Context: an optimization exercise on an open-source flow, tuned for small area. The choices shown serve that exercise and are no tape-out recipe.
No driver is modelled on the clock port, so clock power and skew are understated where the tree is cut down; a real chip needs a root buffer or a tree.

==> flow/design.v <==
module digital_lock #(
	parameter	width = 4,
	parameter	tick_cycles = 250
)(
	input				clock,
	input				reset,
	input		[3:0]	key,
	output	reg	[6:0]	HEX0,
	output	reg	[6:0]	HEX1,
	output	reg	[6:0]	HEX2,
	output	reg	[6:0]	HEX3,
	output	reg	[6:0]	HEX4,
	output	reg	[6:0]	HEX5,
	output	reg			LOCK_STATE,
	output	reg			UNLOCK_STATE,
	output	reg			ORIGIN_STATE,
	output	reg			SECOND_STATE,
	output	reg			THIRD_STATE
);
localparam	UNLOCKED	= 3'b000;
localparam	UNLOCKED_ERR	= 3'b001;
localparam	LOCKED	= 3'b101;
localparam	LOCKING	= 3'b011;
localparam	ORIGIN	= 3'b100;
localparam	UNLOCKING	= 3'b111;
localparam	SECOND	= 3'b010;
localparam	THIRD	= 3'b110;
localparam	C0 = 3'b000;
localparam	C1 = 3'b001;
localparam	C2 = 3'b100;
localparam	C3 = 3'b101;
localparam	C4 = 3'b110;
localparam	C5 = 3'b011;
localparam	C6 = 3'b010;
localparam	C7 = 3'b111;
localparam	D0 = 2'b00;
localparam	D1 = 2'b01;
localparam	D2 = 2'b11;
localparam	D3 = 2'b10;
reg	[2:0]	state;
reg	[3:0]	key_last;
reg	[7:0]	counter;
reg	[2:0]	t_h;
reg	[2:0]	cnt_o, cnt_b;	 
reg	[7:0]	pw_o, pw_b;		 
reg			t_e;
reg	[3:0]	shown;			 
wire	[3:0]	press = key_last & ~key;
wire			any_press = |press;
wire	[1:0]	digit = press[0] ? D0 : press[1] ? D1 : press[2] ? D2 : D3;
wire			tick = counter[7] & counter[6] & counter[5] & counter[4] & counter[3] & ~counter[1] & ~counter[0];
wire			in_o = (state[2] & ~state[1] & ~state[0]);
wire			in_b = (state[1] & ~state[0]);
wire			in_entry = (state[2] & ~state[0]) | (state[1] & ~state[0]);
wire			sel_b = (state[1]);
wire			in_s = (~state[2] & state[1] & ~state[0]);
wire	[2:0]	cnt = sel_b ? cnt_b : cnt_o;
wire			confirm = (cnt == C4) & press[1];
wire			timeout = (~t_h[2] & ~t_h[0]);
wire			enter = ~confirm & ~timeout & any_press;	 
wire			show = ~timeout & ~any_press;				 
reg		[2:0]	cnt_next;
always @(*)
	case (cnt)
		C0:	cnt_next = C1;
		C1:	cnt_next = C2;
		C2:	cnt_next = C3;
		C3:	cnt_next = C4;
		C4:	cnt_next = C5;
		C5:	cnt_next = C6;
		default:	cnt_next = C7;
	endcase
wire	[3:0]	wpos = {cnt == C3, cnt == C2, cnt == C1, cnt == C0};
wire	[3:0]	spos = {cnt == C4, cnt == C3, cnt == C2, cnt == C1};
wire	[7:0]	pw_shown = ORIGIN_STATE ? pw_o : pw_b;
wire			match = (pw_shown == pw_o);
integer k;
always @(posedge clock) begin
	key_last	<= key;
	if (!reset) begin
		cnt_o	<= C0;
		cnt_b	<= C0;
	end
	else if (confirm) begin
		if (in_o) cnt_o <= C0;
		if (in_b) cnt_b <= C0;
	end
	else if (enter) begin
		if (in_o) cnt_o <= cnt_next;
		if (in_b) cnt_b <= cnt_next;
	end
	for (k = 0; k < 4; k = k + 1)
		if (enter & wpos[k]) begin
			if (in_o) pw_o[2*k +: 2] <= digit;
			if (in_b) pw_b[2*k +: 2] <= digit;
		end
	if (!in_entry | confirm)
		t_h		<= 3'b100;
	else if (tick)
		t_h		<= {t_h[1:0], ~(t_h[0] & t_h[2])};
	if (!reset | tick)
		counter	<= 8'd0;
	else
		counter	<= {counter[6:0], counter[7] ^ (~(counter[0] & counter[4]))};
	if (!in_entry | confirm | (show & (cnt == C7)))
		shown	<= 4'b0000;
	else if (show)
		shown	<= shown | spos;
	LOCK_STATE		<= !reset | (state[2] & ~state[1] & state[0]);
	UNLOCK_STATE	<= !reset | (~state[2] & ~state[1]);
	ORIGIN_STATE	<= !reset | (state[2] & ~state[1] & ~state[0]);
	SECOND_STATE	<= !reset | (~state[2] & state[1]);
	THIRD_STATE		<= !reset | (state[2] & state[1]);
	if (!reset) begin
		state	<= UNLOCKED;
		t_e		<= 1'b0;
	end
	else case (state)
		UNLOCKED, UNLOCKED_ERR: if (press[0])
			state	<= ORIGIN;
		LOCKED: if (press[3])
			state	<= THIRD;
		ORIGIN: if (confirm)
			state	<= SECOND;
		else if (timeout)
			state	<= UNLOCKED;
		SECOND: if (confirm)
			state	<= LOCKING;
		else if (timeout)
			state	<= UNLOCKED;
		THIRD: if (confirm)
			state	<= UNLOCKING;
		else if (timeout)
			state	<= LOCKED;
		LOCKING:
			state	<= match ? LOCKED : UNLOCKED_ERR;
		UNLOCKING: if (match)
			state	<= UNLOCKED;
		else begin
			state	<= LOCKED;
			t_e		<= 1'b1;
		end
	endcase
end
wire		m_u = UNLOCK_STATE & ((~state[2] & ~state[0]));	 
wire		m_lck = LOCK_STATE & ((~state[1]));	 
wire		m_e = (UNLOCK_STATE & ((state[0]))) | (m_lck & t_e);	 
wire		m_l = m_lck & ~t_e;								 
function [6:0] lit;
	input [1:0] x;
	case (x)
		D0: lit = ~7'b1111001;
		D1: lit = ~7'b0100100;
		D2: lit = ~7'b0110000;
		D3: lit = ~7'b0011001;
	endcase
endfunction
wire	[6:0]	l5 = {7{shown[0]}} & lit(pw_shown[1:0]);
wire	[6:0]	l4 = {7{shown[1]}} & lit(pw_shown[3:2]);
wire	[6:0]	l3 = {7{shown[2]}} & lit(pw_shown[5:4]);
wire	[6:0]	l2 = {7{shown[3]}} & lit(pw_shown[7:6]);
wire			m_any = m_e | m_u | m_l;
always @(*) begin
	HEX5 = ~(l5 | {m_e, m_any, m_any, m_any, m_u, m_u, m_e});
	HEX4 = ~(l4 | {m_any, 1'b0, m_any, m_l, m_u | m_l, 1'b0, 1'b0});
	HEX3 = ~(l3 | {m_e | m_l, m_u, m_any, m_u | m_l, 1'b0, 1'b0, 1'b0});
	HEX2 = ~(l2 | {m_any, m_l, m_any, m_any, m_e | m_u, m_l, 1'b0});
	HEX1 = ~{m_e | m_u, 1'b0, m_e | m_u, m_u, 3'b000};
	HEX0 = ~{m_u, m_u, m_u, m_u, 1'b0, m_u, 1'b0};
end
endmodule
==> flow/config.mk <==
export PLATFORM = sky130hd
export DESIGN_NAME = digital_lock
export DESIGN_NICKNAME = digital_lock
export VERILOG_FILES = /design/flow/design.v
export SDC_FILE = /design/flow/constraint.sdc
export NUM_CORES = 4
export LEC_CHECK = 0
export CAP_MARGIN = 20
export CORE_MARGIN = 2
export CORE_UTILIZATION = 40
export SLEW_MARGIN = 20
==> flow/constraint.sdc <==
create_clock -name core_clock -period 10.0 [get_ports {clock}]
set_input_delay 2.0000 -clock core_clock [delete_from_list [all_inputs] [get_ports {clock}]]
set_output_delay 2.0000 -clock core_clock [all_outputs]
set_load 0.01 [all_outputs]
standard.sh (not shown) runs the stock make flow with config.mk's settings and CLKGATE_MAP_FILE= SYNTH_SCRIPT=/design/flow/synth_recipe.tcl, a recipe that flattens the netlist after the stock synthesis.
==> flow/flow/run.sh <==
#!/bin/bash
# Standard layout (the standard.sh on ORFS), with three changes:
#  - before global placement every logic cell gets the smallest drive
#    strength of its kind (flow/downsize.tcl); repair_design in the
#    placement step sizes up again where needed;
#  - the port buffers are the smallest buffer (sky130_fd_sc_hd__buf_1);
#  - the clock tree is a few sky130_fd_sc_hd__clkbuf_8, each at the centre
#    of a cluster of registers it drives, all driven by the clock port
#    (flow/cts_pre.tcl builds it before the CTS step and turns
#    clock_tree_synthesis into a no-op); the rest of the CTS step (timing
#    repair, legalisation) runs as usual.
# The tools' output goes to standard.log; ORFS keeps its per-step logs
# under orfs/logs.
set -uo pipefail
export BUFFER_PORTS_ARGS="-buffer_cell sky130_fd_sc_hd__buf_1"
export PRE_GLOBAL_PLACE_TCL="$PWD/flow/downsize.tcl"
export PRE_CTS_TCL="$PWD/flow/cts_pre.tcl"
bash standard.sh > standard.log 2>&1
Other scripts of this flow, unchanged in this note and not shown: flow/flow/cts_pre.tcl, flow/flow/downsize.tcl
Change:
--- a/flow/design.v
+++ b/flow/design.v
@@ -46,19 +46,19 @@
 reg			t_e;
 reg	[3:0]	shown;			 
 wire	[3:0]	press = key_last & ~key;
 wire			any_press = |press;
 wire	[1:0]	digit = press[0] ? D0 : press[1] ? D1 : press[2] ? D2 : D3;
-wire			tick = counter[7] & counter[6] & counter[5] & counter[4] & counter[3] & ~counter[1] & ~counter[0];
+wire			tick = counter[7] & ~counter[6] & counter[5] & counter[4] & counter[2] & ~counter[1] & counter[0];
 wire			in_o = (state[2] & ~state[1] & ~state[0]);
 wire			in_b = (state[1] & ~state[0]);
 wire			in_entry = (state[2] & ~state[0]) | (state[1] & ~state[0]);
 wire			sel_b = (state[1]);
 wire			in_s = (~state[2] & state[1] & ~state[0]);
 wire	[2:0]	cnt = sel_b ? cnt_b : cnt_o;
 wire			confirm = (cnt == C4) & press[1];
-wire			timeout = (~t_h[2] & ~t_h[0]);
+wire			timeout = (t_h[2] & ~t_h[1] & t_h[0]);
 wire			enter = ~confirm & ~timeout & any_press;	 
 wire			show = ~timeout & ~any_press;				 
 reg		[2:0]	cnt_next;
 always @(*)
 	case (cnt)
@@ -93,17 +93,17 @@
 		if (enter & wpos[k]) begin
 			if (in_o) pw_o[2*k +: 2] <= digit;
 			if (in_b) pw_b[2*k +: 2] <= digit;
 		end
 	if (!in_entry | confirm)
-		t_h		<= 3'b100;
+		t_h		<= 3'b111;
 	else if (tick)
-		t_h		<= {t_h[1:0], ~(t_h[0] & t_h[2])};
+		t_h		<= {t_h[1:0], ~(t_h[2] | t_h[0])};
 	if (!reset | tick)
-		counter	<= 8'd0;
+		counter	<= 8'd123;
 	else
-		counter	<= {counter[6:0], counter[7] ^ (~(counter[0] & counter[4]))};
+		counter	<= {counter[6:0], counter[7] ^ (~(counter[4] & counter[0]))};
 	if (!in_entry | confirm | (show & (cnt == C7)))
 		shown	<= 4'b0000;
 	else if (show)
 		shown	<= shown | spos;
 	LOCK_STATE		<= !reset | (state[2] & ~state[1] & state[0]);
Final cell count went up by 2.6%; cell area increases by 4.8%; core utilization drops by 0.75 points; synthesized cell count rises by 4.3%; area after synthesis climbs by 5.8%; hold slack loses 33 ps; die area rose by 5.5%; routed wire length is higher by 21%; register-to-register slack is better by 360 ps.
No functional check of the RTL was part of any run of this note. In every run of this note, the design's own scripts or RTL, not TritonCTS, make the clock network.

afterwards: timing with drivers on the ports:
Ports are ideal in the flow. The routed layouts listed here were re-timed in OpenROAD. Step 1: set_driving_cell puts a clkbuf_16 on clock and a buf_2 on each other input, an assumption about the parent block. Step 2 moves the port delays by t, midway between the first and last clock arrival at a register: inputs arrive t later, outputs are due t later. That takes back most of the time a late clock gives input paths. a / b / c = ideal / step 1 / step 2; a / b = the first two.
run | t, ns | setup WS [ns] | worst hold slack (ns) | latest minus earliest clock arrival (ns)
the first run | 0.203 | 6.027 / 5.975 / 6.008 | 0.466 / 0.466 / 0.466 | 0.022 / 0.022
the second run | 0.201 | 5.889 / 5.840 / 6.041 | 0.433 / 0.433 / 0.433 | 0.052 / 0.052
After both steps setup and hold are still met in every run listed. The setup slack of the first run, which loses most, moves by -0.052 ns with the drivers and by -0.019 ns with both steps.
